Source: an optimization exercise on an open RTL-to-GDS flow (aim: small area and a short achievable clock period). Production flows keep margins and buffers that such runs may drop.
At most, simulation tests tie the RTL to the original design; equivalence was not proved.
Power is estimated from default activity; no workload was simulated.

Setup of the baseline:
==> module PAdd, before the edit <==
module PAdd #(
  parameter int W = 16,
  parameter bit INV = 0,
  parameter bit HAS_CI = 1
  ) (
  input  logic [W-1:0] a, b,
  input  logic         ci,
  output logic [W-1:0] s,
  output logic         co
  );
  localparam int OFF = HAS_CI ? 1 : 0;   
  localparam int N = W + OFF;
  localparam int L = $clog2(N);
  logic [N*(L+1)-1:0] g, p;
  if (HAS_CI) begin : c
    assign g[0] = ci;
    assign p[0] = 1'b0;
  end
  for (genvar i = OFF; i < N; i++) begin : gp
    if (INV) begin : n
      CellNOR2 u_g (.A(a[i-OFF]), .B(b[i-OFF]), .Y(g[i]));
      CellXOR2 u_p (.A(a[i-OFF]), .B(b[i-OFF]), .X(p[i]));
    end else begin : t
      HA u_gp (.A(a[i-OFF]), .B(b[i-OFF]), .COUT(g[i]), .SUM(p[i]));
    end
  end
  for (genvar l = 0; l < L; l++) begin : lvl
    for (genvar i = 0; i < N; i++) begin : bit_
      if ((i >> l) & 1) begin : merge
        localparam int J = ((i >> l) << l) - 1;
        CellAO21 u_g (.A1(p[l*N+i]), .A2(g[l*N+J]), .B1(g[l*N+i]), .X(g[(l+1)*N+i]));
        if (((i >> (l+1)) << (l+1)) > 0) begin : pp
          CellAND2 u_p (.A(p[l*N+i]), .B(p[l*N+J]), .X(p[(l+1)*N+i]));
        end else begin : pz
          assign p[(l+1)*N+i] = 1'b0;    
        end
      end else begin : pass
        assign g[(l+1)*N+i] = g[l*N+i];
        assign p[(l+1)*N+i] = p[l*N+i];
      end
    end
  end
  for (genvar i = OFF; i < N; i++) begin : sum
    if (i == 0) begin : s0
      assign s[0] = p[0];
    end else begin : sn
      CellXOR2 u_s (.A(p[i]), .B(g[L*N+i-1]), .X(s[i-OFF]));
    end
  end
  assign co = g[L*N+N-1];
endmodule
clock: 8.0 ns
lec_check: 0
cap_margin: 20
core_margin: 2
core_utilization: 60
setup_slack_margin: 3.3
slew_margin: 20
standard.sh (not shown) runs the stock make flow with config.mk's settings and CLKGATE_MAP_FILE= SYNTH_SCRIPT=/design/flow/synth_recipe.tcl, a recipe that flattens the netlist after the stock synthesis.
==> flow/flow/run.sh <==
#!/bin/bash
# Layout flow: the standard one, except that synthesis keeps the design's FA
# modules as the library's full-adder cell (flow/synth_fa.tcl) and leaves the
# remaining logic to ABC without re-extracting adders from it.  The
# registers must come out exactly as in the standard synthesis (same names
# and cell types); if they do not, the standard synthesis is used instead.
set -uo pipefail
R=orfs/results/$FLOW_PLATFORM/ChipLevel/base

bash standard.sh synth > std_synth.log 2>&1 || exit 1
cp $R/1_2_yosys.v std_1_2_yosys.v

# 2. the synthesis with full-adder cells, in a work folder of its own
MK=$(sed -n 's/^make -C \S* \(.*\) "\${@:-finish}"$/\1/p' standard.sh | sed 's|WORK_HOME=\S*||; s|SYNTH_SCRIPT=\S*||')
read -ra MKARGS <<< "$MK"
make -C "$FLOW_HOME" "${MKARGS[@]}" WORK_HOME="$PWD/orfs_fa" SYNTH_SCRIPT="$PWD/flow/synth_fa.tcl" \
  "SYNTH_KEEP_MODULES=FA HA CellAO21 CellAND2 CellXOR2 CellNOR2" "ADDER_MAP_FILE=" synth > fa_synth.log 2>&1
ok=$?
if [[ $ok -eq 0 ]] && python3 flow/same_regs.py std_1_2_yosys.v orfs_fa/results/$FLOW_PLATFORM/ChipLevel/base/1_2_yosys.v > regs_check.log 2>&1; then
  echo "using the full-adder synthesis" > synth_choice.log
  cp orfs_fa/results/$FLOW_PLATFORM/ChipLevel/base/1_2_yosys.v $R/1_2_yosys.v
  rm -f $R/1_synth.odb $R/1_synth.sdc
else
  echo "using the standard synthesis (fa synth exit $ok)" > synth_choice.log
fi

# 3. the rest of the standard flow, with the ORFS settings in flow/make_args.txt
EXTRA=()
if [[ -f flow/make_args.txt ]]; then
  while read -r line; do [[ -n "$line" && "$line" != \#* ]] && EXTRA+=("$line"); done < flow/make_args.txt
fi
bash standard.sh finish "${EXTRA[@]}" > std_finish.log 2>&1
Other scripts of this flow, unchanged in this note and not shown: flow/flow/same_regs.py, flow/flow/synth_fa.tcl
--- input diff the baseline..the candidate ---
--- a/flow/design.v
+++ b/flow/design.v
@@ -43,9 +43,9 @@
   output logic         co
   );
   localparam int OFF = HAS_CI ? 1 : 0;   
   localparam int N = W + OFF;
-  localparam int L = $clog2(N);
+  localparam int L = (N > 32) ? 6 : (N > 16) ? 5 : (N > 8) ? 4 : (N > 4) ? 3 : (N > 2) ? 2 : 1;
   logic [N*(L+1)-1:0] g, p;
   if (HAS_CI) begin : c
     assign g[0] = ci;
     assign p[0] = 1'b0;
[summary]
Status: largest vdd supply drop parity (the candidate, the baseline). Slack of the worst reg-to-reg path delta (the baseline -> the candidate): insignificant. Reported for the candidate and the baseline, first-pass GRT wire length turned out identical to the last digit. Cell count: the baseline vs the candidate identical. Between the baseline and the candidate, the met2 wire length does not differ in any meaningful way. Synthesized instance count: the candidate vs the baseline identical. Summary of the candidate over the baseline: pin count of the biggest net entering global routing ~0 delta; internal power ~0 delta. Reported for the candidate and the baseline, final critical-path setup slack turned out identical to the last digit. Compared the baseline against the candidate; CTS clock-pin slew for the worst setup and hold paths within noise. Reported for the candidate and the baseline, routed wire length turned out identical to the last digit. The flow did not stop early for the candidate: all stages ran, and the layout cleared the timing, design-rule and antenna checks. Diff the baseline..the candidate | final area | unchanged.
For the baseline, only the layout was checked, not whether the RTL still works.

afterwards: timing with drivers on the ports:
The flow's constraints put no driver on any port. The routed layouts listed below were extracted and timed again, unchanged, in two steps. Step 1: set_driving_cell puts a clkbuf_16 on clk and a buf_2 on each other input, an assumption about the parent block. Step 2 times the ports against the registers' clock, not the clock port: input delays grow and output delays shrink by t, the midpoint of the rising clock arrivals with the driver on. a / b / c = ideal / step 1 / step 2; a / b = the first two.
run | t (ns) | slack for setup (ns) | worst setup path after step 2 | latest minus earliest clock arrival (ns) | pins driven straight from the clock port
the baseline | 0.588 | 3.359 / 3.356 / 2.804 | input to register | 0.020 / 0.020 | 1
the candidate | 0.588 | 3.359 / 3.356 / 2.804 | input to register | 0.020 / 0.020 | 1
After both steps setup and hold are still met in every run listed.
